Source: an optimization exercise on an open RTL-to-GDS flow (aim: a short achievable clock period and few clock cycles). Production flows keep margins and buffers that such runs may drop.
Function was checked by simulation only, so behaviour that the tests miss may differ from the original.
Power figures rest on the tool's default switching activity, not on a simulated workload.

==> design/flow/constraint.sdc <==
create_clock -name core_clock -period 11.0 [get_ports {clk}]
set_input_delay 2.2000 -clock core_clock [delete_from_list [all_inputs] [get_ports {clk}]]
set_output_delay 2.2000 -clock core_clock [all_outputs]
set_load 0.01 [all_outputs]
==> design/flow/design.v <==
module alu(
	input  [31:0] a,
	input  [31:0] b,
	input  [31:0] bx,       
	input         sub,      
	input         sra,      
	input  [8:0]  sel,      
	input  [31:0] pre,      
	input  [2:0]  bf3,      
	output [31:0] res,
	output        taken
);
wire [33:0] sum2 = {1'b0, a, 1'b1} + {1'b0, bx, sub};
wire [32:0] sum = sum2[33:1];
wire eq  = (a == b);
wire lt  = ($signed(a) < $signed(b));
wire ltu = (a < b);
wire slt  = lt;
wire sltu = ltu;
wire [31:0] shl = a << b[4:0];
wire [31:0] shr = $signed({sra & a[31], a}) >>> b[4:0];
assign res = ({32{sel[0]}} & sum[31:0])
           | ({32{sel[1]}} & shl)
           | ({32{sel[2]}} & {31'b0, slt})
           | ({32{sel[3]}} & {31'b0, sltu})
           | ({32{sel[4]}} & (a ^ b))
           | ({32{sel[5]}} & shr)
           | ({32{sel[6]}} & (a | b))
           | ({32{sel[7]}} & (a & b))
           | ({32{sel[8]}} & pre);
reg t;
always @(*) begin
	case (bf3)
		3'b000: t = eq;
		3'b001: t = ~eq;
		3'b100: t = lt;
		3'b101: t = ~lt;
		3'b110: t = ltu;
		3'b111: t = ~ltu;
		default: t = 1'b0;
	endcase
end
assign taken = t;
endmodule
module cpu(
	input clk,
	input rst,
	output[31:0] mem_addr,
	output[31:0] mem_wdata,
	output mem_we,
	input[31:0] mem_rdata
);
localparam OP_LUI = 7'b0110111, OP_AUIPC = 7'b0010111, OP_JAL = 7'b1101111,
           OP_JALR = 7'b1100111, OP_B = 7'b1100011, OP_L = 7'b0000011,
           OP_S = 7'b0100011, OP_I = 7'b0010011, OP_R = 7'b0110011;
reg        rst_q;       
reg [31:0] pa;          
reg        pa_data;     
reg        we_q;
reg [31:0] wd_q;
reg [10:0] fpc;         
reg        d_valid;
reg [31:0] ir;
reg [31:0] d_pc;
reg        e_valid;
reg [31:0] e_a, e_b, e_bx, e_imm, e_pre, e_alt;
reg [4:0]  e_rd;
reg        e_wr;        
reg        e_ldw;       
reg        e_mem;       
reg        e_store, e_branch, e_jalr, e_pred;
reg [2:0]  e_f3;
reg        e_sub, e_sra;
reg [8:0]  e_sel;
reg        m_load;      
reg [4:0]  m_rd;
reg [2:0]  m_f3;
reg [31:0] ld_raw;
reg        w_ld;        
reg [4:0]  w_rd;
reg [2:0]  w_f3;
assign mem_addr  = pa;
assign mem_wdata = wd_q;
assign mem_we    = we_q;
wire [31:0] e_res;
wire        e_taken;
alu u_alu(.a(e_a), .b(e_b), .bx(e_bx), .sub(e_sub), .sra(e_sra), .sel(e_sel), .pre(e_pre),
          .bf3(e_f3), .res(e_res), .taken(e_taken));
wire [31:0] e_addr = e_a + e_imm;
wire redirect = e_valid & ((e_branch & (e_taken ^ e_pred)) | e_jalr);
wire [31:0] r_tgt = e_jalr ? {e_addr[31:1], 1'b0} : e_alt;
wire e_fwd_ok = e_valid & e_wr;
reg [31:0] ld_ext;
always @(*) begin
	case (w_f3)
		3'b000: ld_ext = {{24{ld_raw[7]}}, ld_raw[7:0]};
		3'b001: ld_ext = {{16{ld_raw[15]}}, ld_raw[15:0]};
		3'b100: ld_ext = {24'b0, ld_raw[7:0]};
		default: ld_ext = ld_raw;
	endcase
end
wire [6:0] d_op  = ir[6:0];
wire [4:0] d_rd  = ir[11:7];
wire [4:0] d_rs1 = ir[19:15];
wire [4:0] d_rs2 = ir[24:20];
wire [2:0] d_f3  = ir[14:12];
wire d_lui   = d_op == OP_LUI;
wire d_auipc = d_op == OP_AUIPC;
wire d_jal   = d_op == OP_JAL;
wire d_jalr  = d_op == OP_JALR;
wire d_br    = d_op == OP_B;
wire d_ld    = d_op == OP_L;
wire d_st    = d_op == OP_S;
wire d_opi   = d_op == OP_I;
wire d_opr   = d_op == OP_R;
wire [31:0] imm_i = {{20{ir[31]}}, ir[31:20]};
wire [31:0] imm_s = {{20{ir[31]}}, ir[31:25], ir[11:7]};
wire [31:0] imm_b = {{19{ir[31]}}, ir[31], ir[7], ir[30:25], ir[11:8], 1'b0};
wire [31:0] imm_u = {ir[31:12], 12'b0};
wire [31:0] imm_j = {{11{ir[31]}}, ir[31], ir[19:12], ir[20], ir[30:21], 1'b0};
wire d_pred = d_jal | (d_br & ir[31]);
wire [31:0] d_pc4  = d_pc + 32'd4;
wire [31:0] d_btgt = d_pc + imm_b;
wire [31:0] d_jtgt = d_pc + imm_j;
wire [31:0] d_next = d_jal ? d_jtgt : (d_pred ? d_btgt : d_pc4);
wire d_use1 = d_opr | d_opi | d_ld | d_st | d_br | d_jalr;
wire d_use2 = d_opr | d_st | d_br;
wire hz1 = (e_valid & e_ldw & (e_rd == d_rs1)) | (m_load & (m_rd == d_rs1));
wire hz2 = (e_valid & e_ldw & (e_rd == d_rs2)) | (m_load & (m_rd == d_rs2));
wire d_stall = d_valid & ((d_use1 & hz1) | (d_use2 & hz2));
wire d_go = d_valid & ~d_stall & ~redirect;
wire d_jfuse = d_jalr & ((d_rs1 == 5'd0) | (e_valid & e_wr & e_sel[8] & (e_rd == d_rs1)));
wire [31:0] d_jbase = (d_rs1 == 5'd0) ? 32'b0 : e_pre;
wire [31:0] d_jsum = d_jbase + imm_i;
wire [31:0] d_jt = {d_jsum[31:1], 1'b0};
wire d_redir = d_go & d_jfuse;
wire [31:0] rf1 = rfo[d_rs1];
wire [31:0] rf2 = rfo[d_rs2];
wire e_m1 = e_fwd_ok & (e_rd == d_rs1);
wire e_m2 = e_fwd_ok & (e_rd == d_rs2);
wire w_m1 = w_ld & (w_rd == d_rs1);
wire w_m2 = w_ld & (w_rd == d_rs2);
wire [31:0] v1 = (d_rs1 == 5'd0) ? 32'b0 : e_m1 ? e_res : w_m1 ? ld_ext : rf1;
wire [31:0] v2 = (d_rs2 == 5'd0) ? 32'b0 : e_m2 ? e_res : w_m2 ? ld_ext : rf2;
wire d_alu = d_opr | d_opi;
wire d_subop = d_opr & (d_f3 == 3'b000) & ir[30];
wire [8:0] d_sel;
assign d_sel[0] = d_alu & (d_f3 == 3'b000);
assign d_sel[1] = d_alu & (d_f3 == 3'b001);
assign d_sel[2] = d_alu & (d_f3 == 3'b010);
assign d_sel[3] = d_alu & (d_f3 == 3'b011);
assign d_sel[4] = d_alu & (d_f3 == 3'b100);
assign d_sel[5] = d_alu & (d_f3 == 3'b101);
assign d_sel[6] = d_alu & (d_f3 == 3'b110);
assign d_sel[7] = d_alu & (d_f3 == 3'b111);
assign d_sel[8] = d_lui | d_auipc | d_jal | d_jalr;
wire port_fetch = ~pa_data;
wire [6:0]  f_op   = mem_rdata[6:0];
wire        f_jal  = f_op == OP_JAL;
wire        f_bb   = (f_op == OP_B) & mem_rdata[31];
wire [10:0] f_tgt_j = fpc + {mem_rdata[20], mem_rdata[30:21]};
wire [10:0] f_tgt_b = fpc + {mem_rdata[7], mem_rdata[30:25], mem_rdata[11:8]};
wire [10:0] f_seq  = fpc + 11'd2;
wire [10:0] f_next = f_jal ? f_tgt_j : f_bb ? f_tgt_b : f_seq;
wire d_free = ~d_valid | ~d_stall;             
wire f_take = port_fetch & d_free & ~redirect;
wire [10:0] next_fpc = redirect ? r_tgt[11:1] : d_redir ? d_jt[11:1] : f_take ? f_next : fpc;
wire next_data = e_valid & e_mem;
always @(posedge clk) begin
	rst_q <= rst;
	ld_raw <= mem_rdata;
	if (rst) begin
		pa <= 32'b0;
		pa_data <= 1'b0;
		we_q <= 1'b0;
		fpc <= 11'b0;
		d_valid <= 1'b0;
		d_pc <= 32'b0;
		e_valid <= 1'b0;
		m_load <= 1'b0;
		w_ld <= 1'b0;
	end else begin
		pa_data <= next_data;
		pa <= next_data ? e_addr : {e_addr[31:10], next_fpc[10:1]};
		we_q <= e_valid & e_store;
		fpc <= next_fpc;
		if (redirect | d_redir) d_valid <= 1'b0;
		else if (d_free) d_valid <= port_fetch;
		if (redirect) d_pc <= r_tgt;
		else if (d_redir) d_pc <= d_jt;
		else if (d_valid & ~d_stall) d_pc <= d_next;
		e_valid <= d_go;
		m_load <= e_valid & e_ldw;
		w_ld <= m_load & ~(e_fwd_ok & (e_rd == m_rd));
	end
	if (d_free) ir <= mem_rdata;
	wd_q <= (e_f3 == 3'b000) ? {24'b0, e_b[7:0]} :
	        (e_f3 == 3'b001) ? {16'b0, e_b[15:0]} : e_b;
	m_rd <= e_rd;
	m_f3 <= e_f3;
	w_rd <= m_rd;
	w_f3 <= m_f3;
	e_a <= v1;
	e_b <= d_opi ? imm_i : v2;
	e_bx <= d_opi ? (d_subop ? ~imm_i : imm_i) : (d_subop ? ~v2 : v2);
	e_imm <= d_st ? imm_s : imm_i;
	e_pre <= d_lui ? imm_u : d_auipc ? (d_pc + imm_u) : d_pc4;
	e_alt <= d_pred ? d_pc4 : d_btgt;
	e_rd <= d_rd;
	e_wr <= (d_alu | d_sel[8]) & (d_rd != 5'd0);
	e_ldw <= d_ld & (d_rd != 5'd0);
	e_mem <= d_st | (d_ld & (d_rd != 5'd0));
	e_store <= d_st;
	e_branch <= d_br;
	e_jalr <= d_jalr & ~d_jfuse;
	e_pred <= d_pred;
	e_f3 <= d_f3;
	e_sub <= d_subop;
	e_sra <= ir[30];
	e_sel <= d_sel;
end
wire [31:0] rfo [0:31];
assign rfo[0] = 32'b0;
genvar g;
generate
	for (g = 1; g < 32; g = g + 1) begin : regs
		reg [31:0] x;
		always @(posedge clk) begin
			if (rst_q) x <= 32'b0;
			else if (e_fwd_ok && e_rd == g) x <= e_res;
			else if (w_ld && w_rd == g) x <= ld_ext;
		end
		assign rfo[g] = x;
	end
endgenerate
endmodule
==> design/flow/flow/run.sh <==
#!/bin/bash
# Standard layout, with timing repair aimed well below the clock period so that
# the layout is optimised for speed (the constraints themselves are unchanged).
set -euo pipefail
bash standard.sh SETUP_SLACK_MARGIN=8 TNS_END_PERCENT=100 finish > flow_standard.log 2>&1
==> design/flow/standard.sh <==
#!/bin/bash
# synth_recipe.tcl (not shown) runs the flow's synth.tcl, then flattens the netlist and writes it again
# the make line also repeats each setting of config.mk as NAME=value (left out here)
make -C /OpenROAD-flow-scripts/flow DESIGN_CONFIG=/design/flow/config.mk WORK_HOME=/design/flow/orfs CLKGATE_MAP_FILE= SYNTH_SCRIPT=/design/flow/synth_recipe.tcl "${@:-finish}"
==> design/flow/config.mk <==
export PLATFORM = sky130hd
export DESIGN_NAME = cpu
export DESIGN_NICKNAME = cpu
export VERILOG_FILES = /design/flow/design.v
export SDC_FILE = /design/flow/constraint.sdc
export NUM_CORES = 4
export LEC_CHECK = 0
export ABC_CLOCK_PERIOD_IN_PS = 3000
export CAP_MARGIN = 20
export CORE_MARGIN = 2
export CORE_UTILIZATION = 30
export SETUP_SLACK_MARGIN = 5
export SLEW_MARGIN = 20
==> results of run 1 <==
## power by group through the flow
stage / clock network [mW] / logic [mW] / registers, mW
2_1_floorplan: 0 / 0.670 / 5.25
3_5_place_dp: 0 / 1.09 / 5.31
3_3_place_gp: 0 / 1.10 / 5.31
4_1_cts: 5.63 / 1.38 / 5.19
## routing by layer
metal | global-route usage [%] | overflow
met1 | 50.7 | 1
met4 | 36.2 | 3
met2 | 58.5 | 1
met5 | 14.7 | 0
met3 | 37.8 | 2
## logic make-up after synthesis
logic type | share of synthesized area [%]
buf+inv | 5.85
flops | 32.8
compound gates | 31.5
xor+xnor | 2.26
simple gates | 19.6
mux | 3.92
fa+ha+maj | 3.99
## worst max path at each step
stage | slack, ns | depth (start not counted) | start | to
floorplan | 6.64 | 14 | mem_rdata[8] | pa[7]
global placement | 5.43 | 15 | mem_rdata[8] | pa[7]
detailed placement | 5.43 | 14 | mem_rdata[8] | pa[5]
CTS | 7.17 | 15 | ir[17] | d_pc[24]
## repair_timing
item / 4_1_cts
setup buffers: 608
hold endpoints to repair: 0
resized for setup: 2554
cloned: 115
pin swaps: 615
setup endpoints to repair: 1306
==> summary.txt, run 1 <==
synth warn=2; synthesized net count=about 12000; largest net degree at the start of global routing=between 200 and 250; hold_buf cts=0; Mapped Avg Cell Area=7.52 um^2; top post-synthesis cells by count=nor2_1 (2324), dfxtp_1 (1351), a21oi_1 (1210); top-count cell post-synth=nor2_1; Num CTS Buffers=157; DP Area=0.0915 mm^2; I/O Pins=99; area leader, netlist=dfxtp_1; CTS Buffer Depth=3; largest cells by area after synthesis=dfxtp_1 (32%), nor2_1 (10%), a21oi_1 (7.1%), a211oi_1 (6.9%), a22oi_1 (4.8%); Final Wtd Congestion=1.02; die width=537 um; Buffers on Ports=98; htree depth=4; Post-Syn Area=0.0853 mm^2; sequential area share after synthesis=approximately a third; Post-synth ARST share=0%; grt ovf=7; die height=537 um; Main synth FF type=dfxtp_1; Failed at=global routing (5_1_grt); Placed Cells=14400; stop err=[ERROR GRT-0232] Routing congestion too high. Check the congestion heatmap in the GUI.; DPL Wire Length=304000 um; clk root buf=clkbuf_16; site row count=195; initial core utilization=roughly 30%; cell count after synthesis=11300; outcome=aborted with a tool error; top-area cell type share of the netlist area=31.7%; synth unique cells=101; GRT Overall Usage=47.2%; Yosys reg bits=between 1000 and 1500; CTS Sinks=1383; EDFF count, synth=32; Post-Place Setup Slack=about 5.4 ns
Testbench counts, summed over its fixed seeds: cycles 15,164.
==> run 2, diff against run 1 <==
--- a/design/flow/design.v
+++ b/design/flow/design.v
@@ -64,2 +64,7 @@
 reg [31:0] d_pc;
+reg        rd_q;        
+reg [31:0] tgt_q;       
+reg        tsel_q;      
+reg [31:0] jbase_q, jimm_q;   
+wire [31:0] jsum_q = jbase_q + jimm_q;
 reg        e_valid;
@@ -131,3 +136,4 @@
 wire d_go = d_valid & ~d_stall & ~redirect;
-wire d_jfuse = d_jalr & ((d_rs1 == 5'd0) | (e_valid & e_wr & e_sel[8] & (e_rd == d_rs1)));
+wire e_ctl = e_valid & (e_branch | e_jalr);    
+wire d_jfuse = d_jalr & ~e_ctl & ((d_rs1 == 5'd0) | (e_valid & e_wr & e_sel[8] & (e_rd == d_rs1)));
 wire [31:0] d_jbase = (d_rs1 == 5'd0) ? 32'b0 : e_pre;
@@ -135,5 +141,15 @@
 wire [31:0] d_jt = {d_jsum[31:1], 1'b0};
-wire d_redir = d_go & d_jfuse;
-wire [31:0] rf1 = rfo[d_rs1];
-wire [31:0] rf2 = rfo[d_rs2];
+wire d_redir = d_valid & ~d_stall & d_jfuse;   
+reg [31:0] rs1_oh, rs2_oh, rd_oh;
+reg [31:0] e_rdoh, m_rdoh, w_rdoh;    
+reg [31:0] rf1, rf2;
+integer k;
+always @(*) begin
+	rf1 = 32'b0;
+	rf2 = 32'b0;
+	for (k = 1; k < 32; k = k + 1) begin
+		rf1 = rf1 | ({32{rs1_oh[k]}} & rfo[k]);
+		rf2 = rf2 | ({32{rs2_oh[k]}} & rfo[k]);
+	end
+end
 wire e_m1 = e_fwd_ok & (e_rd == d_rs1);
@@ -142,4 +158,4 @@
 wire w_m2 = w_ld & (w_rd == d_rs2);
-wire [31:0] v1 = (d_rs1 == 5'd0) ? 32'b0 : e_m1 ? e_res : w_m1 ? ld_ext : rf1;
-wire [31:0] v2 = (d_rs2 == 5'd0) ? 32'b0 : e_m2 ? e_res : w_m2 ? ld_ext : rf2;
+wire [31:0] v1 = e_m1 ? e_res : w_m1 ? ld_ext : rf1;
+wire [31:0] v2 = e_m2 ? e_res : w_m2 ? ld_ext : rf2;
 wire d_alu = d_opr | d_opi;
@@ -166,3 +182,6 @@
 wire f_take = port_fetch & d_free & ~redirect;
-wire [10:0] next_fpc = redirect ? r_tgt[11:1] : d_redir ? d_jt[11:1] : f_take ? f_next : fpc;
+wire use_f = f_take & ~d_redir;
+wire [10:0] other_fpc = redirect ? r_tgt[11:1] : d_redir ? d_jt[11:1] : fpc;
+wire [10:0] next_fpc = use_f ? f_next : other_fpc;
+wire [9:0] other_pa = next_data ? e_addr[9:0] : other_fpc[10:1];
 wire next_data = e_valid & e_mem;
@@ -181,5 +200,6 @@
 		w_ld <= 1'b0;
+		rd_q <= 1'b0;
 	end else begin
 		pa_data <= next_data;
-		pa <= next_data ? e_addr : {e_addr[31:10], next_fpc[10:1]};
+		pa <= {e_addr[31:10], (use_f & ~next_data) ? f_next[10:1] : other_pa};
 		we_q <= e_valid & e_store;
@@ -188,4 +208,4 @@
 		else if (d_free) d_valid <= port_fetch;
-		if (redirect) d_pc <= r_tgt;
-		else if (d_redir) d_pc <= d_jt;
+		rd_q <= redirect | d_redir;
+		if (rd_q) d_pc <= tsel_q ? tgt_q : {jsum_q[31:1], 1'b0};
 		else if (d_valid & ~d_stall) d_pc <= d_next;
@@ -195,3 +215,12 @@
 	end
-	if (d_free) ir <= mem_rdata;
+	if (d_free) begin
+		ir <= mem_rdata;
+		rs1_oh <= 32'b1 << mem_rdata[19:15];
+		rs2_oh <= 32'b1 << mem_rdata[24:20];
+		rd_oh <= 32'b1 << mem_rdata[11:7];
+	end
+	tgt_q <= r_tgt;
+	tsel_q <= e_ctl;
+	jbase_q <= d_jbase;
+	jimm_q <= imm_i;
 	wd_q <= (e_f3 == 3'b000) ? {24'b0, e_b[7:0]} :
@@ -199,2 +228,5 @@
 	m_rd <= e_rd;
+	e_rdoh <= rd_oh;
+	m_rdoh <= e_rdoh;
+	w_rdoh <= m_rdoh;
 	m_f3 <= e_f3;
@@ -229,4 +261,4 @@
 			if (rst_q) x <= 32'b0;
-			else if (e_fwd_ok && e_rd == g) x <= e_res;
-			else if (w_ld && w_rd == g) x <= ld_ext;
+			else if (e_fwd_ok && e_rdoh[g]) x <= e_res;
+			else if (w_ld && w_rdoh[g]) x <= ld_ext;
 		end
--- a/design/flow/flow/run.sh
+++ b/design/flow/flow/run.sh
@@ -4,2 +4,2 @@
 set -euo pipefail
-bash standard.sh SETUP_SLACK_MARGIN=8 TNS_END_PERCENT=100 finish > flow_standard.log 2>&1
+bash standard.sh SETUP_SLACK_MARGIN=7.2 TNS_END_PERCENT=100 finish > flow_standard.log 2>&1
--- a/design/flow/config.mk
+++ b/design/flow/config.mk
@@ -10,3 +10,4 @@
 export CORE_MARGIN = 2
-export CORE_UTILIZATION = 30
+export CORE_UTILIZATION = 20
+export PLACE_DENSITY = 0.35
 export SETUP_SLACK_MARGIN = 5
==> run 2 against run 1 <==
  * The run now finishes clean
  * Synthesized cell count up 2.7%
  * Area after synthesis up 7.5%
==> summary.txt, run 2 <==
outcome=finished clean; Hold Path Cell Cnt=0; Mapped Avg Cell Area=7.87 um^2; layout cells sized above 1=11.9%; site row count=248; DP Area=0.0999 mm^2; die height=681 um; CP Max Fanout=20; max reg flops=992; Final min period=4.07 ns; Routed WL per cell=37.5 um; Nets=between 10000 and 15000; synth unique cells=89; sequential area share after synthesis=approximately 37%; First-pass DRT Iterations=9; CTS clock-pin slew for the worst setup and hold paths=roughly 0.06 ns; clk root buf=clkbuf_16; largest net degree at the start of global routing=roughly 140; final wirelength=660000 um; CP arrival=4.78 ns; Crit Path Category=flop to flop; post-route insts no fill=17600; commonest non-fill, non-tap cells in the layout=nor2_1 (2045), dfxtp_1 (1478), nand2_1 (1077); first-pass GRT wire length=861000 um; Hold Startpoint=m_rdoh[2]; Area Growth Syn to Fin=18.9%; skew final=0.159 ns; area leader, netlist=dfxtp_1; Final Max Tran Viols=0; CTS Sinks=1640; Hold Path Class=flop to flop; top-count cell post-synth=nor2_1; initial core utilization=20.1%; design area=0.109 mm^2; reg2reg start=rs1_oh[20]; Worst Hold Path EP=w_rdoh[2]; Post-Place Setup Slack=5.46 ns; GR peak layer=met2; WP data required=11.71 ns; crit start category=flop; Crit. End Element=flop; Setup WS post-layout=6.93 ns; Biggest register=regs.x; vias per std cell=5.75; pwr/cell area=133 mW/mm^2; Setup violations, final=0; I/O Pins=99; die width=between 600 and 700 um; cell count after synthesis=11700; synth warn=2; RSZ-0062 raised after global routing=true; ANT nets after route=0; top post-synthesis cells by count=nor2_1 (2061), dfxtp_1 (1515), nand2_1 (1120); Buffers on Ports=approximately 100; EDFF count, synth=125; CTS tree=done; die area=0.464 mm^2; htree depth=4; Leak=37.3 nW; Final Wtd Congestion=0.896; R2R Setup Slk=6.93 ns; M2 GR Usage=between 30% and 40%; Yosys reg bits=1640; global routing usage on met1=35.0%; Post-Syn Area=between 0.09 and 0.1 mm^2; Worst VDD drop=approximately 0.15 mV; GRT Overall Usage=a little over a quarter; CTS Buffer Depth=4; DRC=0; Slew Limit Headroom=between 10% and 20%; max-cap viol count=0; hold_buf cts=0; Placed Cells=17100; top-area cell type share of the netlist area=33.1%; Max Freq=about 250 MHz; total negative setup slack=0 ns; grt ovf=0; Post-synth ARST share=0%; met3 usage=8.22%; Least-Margin Pin Slew=1.29 ns; Core Area=0.456 mm^2; most common cell after layout, fill and taps aside=nor2_1; reg2reg end=e_a[31]; DR iter-0 viols=16200; DPL Wire Length=~390000 um; vias=101000; clock latency (worst-skew pair)=between 1 and 1.5 ns; fill cell count=49900; Hold Violations, Final=0; largest cells by area after synthesis=dfxtp_1 (33%), nor2_1 (8.4%), a21oi_1 (5.8%), a211oi_1 (5.4%), nand2_1 (4.6%); synthesized net count=12000; Main synth FF type=dfxtp_1; vias in the first global route=90200; initial antenna violation count=90; Register-to-Register Path Depth=9; Final Cycle Share=37.0%; Num CTS Buffers=208; crit path from=rs1_oh[20]
run 2: cell count changes after synthesis, sizes merged, moves of 126 or more:
cell	delta
a21oi	-149
a22oi	-186
dfxtp	+164
nand2	+328
nor2	-267
o21ai	+126
run 2: kinds of logic after synthesis:
logic type / after synthesis / share of synthesized area (%)
adders and majority gates: 278 / 3.87
buffers and inverters: 1331 / 5.51
AOI/OAI and AO/OA: 3891 / 29.1
xor gates and xnor gates: 225 / 2.15
muxes: 215 / 3.37
DFF: 1640 / 37.2
and+or+nand+nor: 4072 / 18.8
run 2: where the power goes:
group / internal (mW) / total, mW / switching (mW)
clock network: 4.08 / 7.23 / 3.15
registers: 6.10 / 6.18 / 0.0859
logic: 0.288 / 1.08 / 0.794
total: 10.5 / 14.5 / 4.03
run 2: per-layer routing:
layer,part of all wire (%),up-vias
met5,0.043,-
met1,41,50000
met3,11,1953
met4,6.6,32
li1,-,41900
met2,42,7207
run 2: how the worst max path moves through the flow:
stage | end | slack (ns) | cells past startpoint
after floorplan | pa[9] | 6.73 | 12
after global placement | pa[4] | 5.54 | 12
after detailed placement | pa[7] | 5.46 | 13
after CTS | e_bx[8] | 7.07 | 11
after global routing | e_bx[8] | 7.16 | 12
final | e_a[31] | 6.93 | 9
run 2: layout make-up:
cell class              instances  area, um^2  area share, %
diodes                         51         128          0.117
flip-flops and latches       1640       34200           31.3
multi-input cells            8684       54500           50.0
well taps                    6125        7660           7.03
repair buffers                575        5200           4.77
clock buffers                 300        5970           5.48
repair inverters                1        5.00        0.00459
clock inverters                75         807          0.740
inverters                     146         568          0.521
run 2: critical path, stage by stage, from the launching register on:
cell,delay [ns]
edfxtp_1,0.36
buf_4,0.38
buf_4,0.45
a22o_1,0.34
a221oi_1,0.33
nand4_1,0.14
nor3_1,0.75
mux2i_1,0.54
nand2_1,0.20
nand2_1,0.19
run 2: repair_timing:
action	in CTS	in global routing
gates resized for setup	322	148
cloned	5	4
setup endpoints to repair	1048	242
setup buffers	37	35
pin swaps	30	47
run 2: metrics by stage:
step,total power [mW],util [%],hold WS [ns]
final,14.5,23.9,0.303
after global routing,14.8,23.9,0.300
after CTS,14.5,23.6,0.316
after detailed placement,7.33,21.9,0.312
after global placement,7.34,21.9,0.310
after floorplan,6.82,-,0.310
Testbench counts of run 2, summed over its fixed seeds: cycles 15,164.
==> run 3, diff against run 2 <==
--- a/design/flow/design.v
+++ b/design/flow/design.v
@@ -3,2 +3,3 @@
 	input  [31:0] b,
+	input  [4:0]  sh,       
 	input  [31:0] bx,       
@@ -19,4 +20,4 @@
 wire sltu = ltu;
-wire [31:0] shl = a << b[4:0];
-wire [31:0] shr = $signed({sra & a[31], a}) >>> b[4:0];
+wire [31:0] shl = a << sh;
+wire [31:0] shr = $signed({sra & a[31], a}) >>> sh;
 assign res = ({32{sel[0]}} & sum[31:0])
@@ -70,2 +71,3 @@
 reg        e_valid;
+reg [4:0]  e_sh;        
 reg [31:0] e_a, e_b, e_bx, e_imm, e_pre, e_alt;
@@ -91,3 +93,3 @@
 wire        e_taken;
-alu u_alu(.a(e_a), .b(e_b), .bx(e_bx), .sub(e_sub), .sra(e_sra), .sel(e_sel), .pre(e_pre),
+alu u_alu(.a(e_a), .b(e_b), .bx(e_bx), .sh(e_sh), .sub(e_sub), .sra(e_sra), .sel(e_sel), .pre(e_pre),
           .bf3(e_f3), .res(e_res), .taken(e_taken));
@@ -236,2 +238,3 @@
 	e_b <= d_opi ? imm_i : v2;
+	e_sh <= (d_sel[1] | d_sel[5]) ? (d_opi ? imm_i[4:0] : v2[4:0]) : 5'b0;
 	e_bx <= d_opi ? (d_subop ? ~imm_i : imm_i) : (d_subop ? ~v2 : v2);
==> run 3 against run 2 <==
  * Clock power grew 2.9%
  * Still clean on timing, DRC and antenna
  * Clock skew up 0.0078 ns
  * Routed wire length up 0.13%
  * Via count rose by 0.89%
  * Cell area grew 0.78%
  * Largest power group unchanged
==> summary.txt, run 3 <==
top-area cell type share of the netlist area=33.1%; Post-Syn Area=0.0919 mm^2; vias per std cell=~5.8; site row count=248; Mapped Avg Cell Area=7.89 um^2; Yosys reg bits=1645; Routed WL per cell=37.4 um; synthesized net count=between 10000 and 15000; Final Max Tran Viols=0; Hold Path Class=flop to flop; Top Layer Used=met5; final wirelength=roughly 660000 um; total negative setup slack=0 ns; reg2reg end=e_a[19]; largest net degree at the start of global routing=168; CTS Sinks=roughly 1600; Final Wtd Congestion=approximately 0.9; RSZ-0062 raised after global routing=true; CP Max Fanout=15; Hold Violations, Final=0; die height=682 um; largest cells by area after synthesis=dfxtp_1 (33%), nor2_1 (8.0%), a21oi_1 (5.9%), a211oi_1 (5.8%), nand2_1 (4.4%); Slew Limit Headroom=11.3%; max-cap viol count=0; post-route insts no fill=17700; layout cells sized above 1=12.6%; pwr/cell area=between 100 and 150 mW/mm^2; initial antenna violation count=102; Max Freq=259 MHz; die width=682 um; R2R Setup Slk=about 7.1 ns; area leader, netlist=dfxtp_1; grt ovf=0; First-pass DRT Iterations=10; Hold Path Cell Cnt=0; Core Area=0.457 mm^2; CTS tree=done; sequential area share after synthesis=37.2%; fill cell count=50300; Num CTS Buffers=approximately 210; Buffers on Ports=98; Worst Hold Path EP=w_rdoh[12]; top-count cell post-synth=nor2_1; CTS Buffer Depth=4; top post-synthesis cells by count=nor2_1 (1953), dfxtp_1 (1520), nand2_1 (1087); max reg flops=between 900 and 1000; Setup violations, final=0; DRC=0; WP data required=~12 ns; clk root buf=clkbuf_16; Worst VDD drop=roughly 0.14 mV; outcome=finished clean; metal2 WL=~280000 um; DPL Wire Length=393000 um; vias=around 100k; DR iter-0 viols=16100; Final Cycle Share=35.1%; clock latency (worst-skew pair)=1.01 ns; GRT Overall Usage=27.2%; Crit. End Element=flop; commonest non-fill, non-tap cells in the layout=nor2_1 (1933), dfxtp_1 (1472), nand2_1 (1062); Post-synth ARST share=0%; first-pass GRT wire length=a little under 900000 um; hold_buf cts=0; Final min period=~3.9 ns; M1 WL=~270000 um; crit start category=flop; length of routed met3 wiring=70900 um; cell count after synthesis=~12000; synth warn=2; htree depth=4; EDFF count, synth=125; CTS clock-pin slew for the worst setup and hold paths=0.06 ns; Leak=roughly 37 nW; Hold Startpoint=m_rdoh[12]; ANT nets after route=0; CP arrival=roughly 4.6 ns; Register-to-Register Path Depth=8; I/O Pins=99; vias in the first global route=91400; Placed Cells=roughly 17000; Crit Path Category=flop to flop; synth unique cells=93; Area Growth Syn to Fin=19.6%; Least-Margin Pin Slew=1.33 ns; reg2reg start=rs1_oh[17]; Main synth FF type=dfxtp_1; initial core utilization=20.1%; most common cell after layout, fill and taps aside=nor2_1; die area=roughly 0.46 mm^2; Biggest register=regs.x; Nets=~12000; skew final=0.167 ns
-- run 3: changes by cell type after synthesis, sizes merged, moves of 23 or more --
| cell | change |
|---|---|
| and3 | +99 |
| o21ai | -51 |
| nand3 | +30 |
| nor2 | -108 |
| or2 | +35 |
| o22ai | +52 |
| nand2 | -33 |
| a211oi | +51 |
| a311oi | -90 |
| a22oi | +34 |
| nand2b | +29 |
| nor3 | +23 |
-- run 3: critical path: stages (launching register included) --
cell and delay, ns:
edfxtp_1 1.14, buf_4 0.67, a22o_1 0.24, a221oi_1 0.06, nand4_1 0.13, nor3_1 0.09
mux2i_1 0.91, nand2_1 0.10, o21ai_0 0.26
-- run 3: worst max path at each step --
stage	start	slack, ns	to
6_report	rs1_oh[17]	7.14	e_a[19]
5_1_grt	ir[21]	7.12	d_pc[31]
4_1_cts	mem_rdata[8]	7.14	pa[9]
3_5_place_dp	mem_rdata[22]	5.27	pa[9]
3_3_place_gp	mem_rdata[22]	5.18	pa[9]
2_1_floorplan	mem_rdata[8]	6.66	pa[9]
-- run 3: power by group --
group	total, mW	switching, mW	internal, mW
Combinational	1.12	0.805	0.318
Sequential	6.21	0.0899	6.12
Clock	7.44	3.18	4.26
-- run 3: kinds of logic (layout without fill, tap and decap cells) --
| family | count (synthesis) | after routing | share of synthesized area (%) |
|---|---|---|---|
| mux | 221 | 221 | 3.38 |
| simple gates | 4116 | 4117 | 19.4 |
| other cells | 0 | 76 | 0 |
| xor+xnor | 225 | 225 | 2.14 |
| buf+inv | 1315 | 1148 | 5.47 |
| compound gates | 3843 | 3843 | 28.5 |
| flops | 1645 | 1645 | 37.2 |
| fa+ha+maj | 277 | 277 | 3.85 |
-- run 3: per-layer routing --
layer	up-vias	global-route usage (%)
met3	1960	8.20
li1	42000	-
met4	46	15.0
met2	7309	40.1
met1	50700	35.1
met5	-	0.198
-- run 3: repair_timing --
item / 4_1_cts / 5_1_grt
endpoints found under the setup margin: 1186 / 276
buffers inserted: 53 / 52
pin swaps: 28 / 60
cloned: 4 / 1
gates resized for setup: 353 / 200
-- run 3: per-stage QoR --
step                      utilization, %  hold WS [ns]  power, mW  instance area [um^2]  worst slack (ns)
after CTS                           23.7         0.307       14.8                108000              7.14
after global placement              21.9         0.310       7.39                100000              5.18
after floorplan                        -         0.310       6.88                 92000              6.66
after detailed placement            21.9         0.312       7.38                100000              5.27
final                               24.1         0.302       14.8                110000              7.14
after global routing                24.0         0.326       15.1                110000              7.12
-- run 3: cell type report --
class                   instances  area [um^2]  area share (%)
flip-flops and latches       1645        34300            31.2
repair buffers                602         5570            5.07
clock inverters                70          856           0.779
diodes                         76          190           0.173
well taps                    6125         7660            6.97
multi-input cells            8683        54500            49.6
clock buffers                 315         6210            5.65
inverters                     161          624           0.568
Testbench counts of run 3, summed over its fixed seeds: cycles 15,164.

==> separate check: timing with driven ports <==
The results above use ideal ports. As a check the final layouts listed here were re-extracted and re-timed, cells and wires unchanged. Step 1: set_driving_cell puts a clkbuf_16 on clk and a buf_2 on each other input, an assumption about the parent block. Step 2, shift: input delay + t, output delay - t, t = (earliest + latest rising clock arrival at the registers) / 2. This alone moves slack from input paths to output paths. Slacks: no drivers / after step 1 / after step 2; pairs: no drivers / after step 1.
| run | shift t [ns] | slack for setup (ns) | worst data-port slew with drivers (ns) |
|---|---|---|---|
| run 2 | 1.052 | 6.927 / 6.927 / 6.346 | 0.06 |
| run 3 | 1.048 | 7.139 / 7.139 / 6.245 | 0.09 |
After both steps setup and hold are still met in every run listed. For run 3, which loses most, drivers alone change the setup slack by 0.000 ns; drivers and shift together by -0.894 ns.
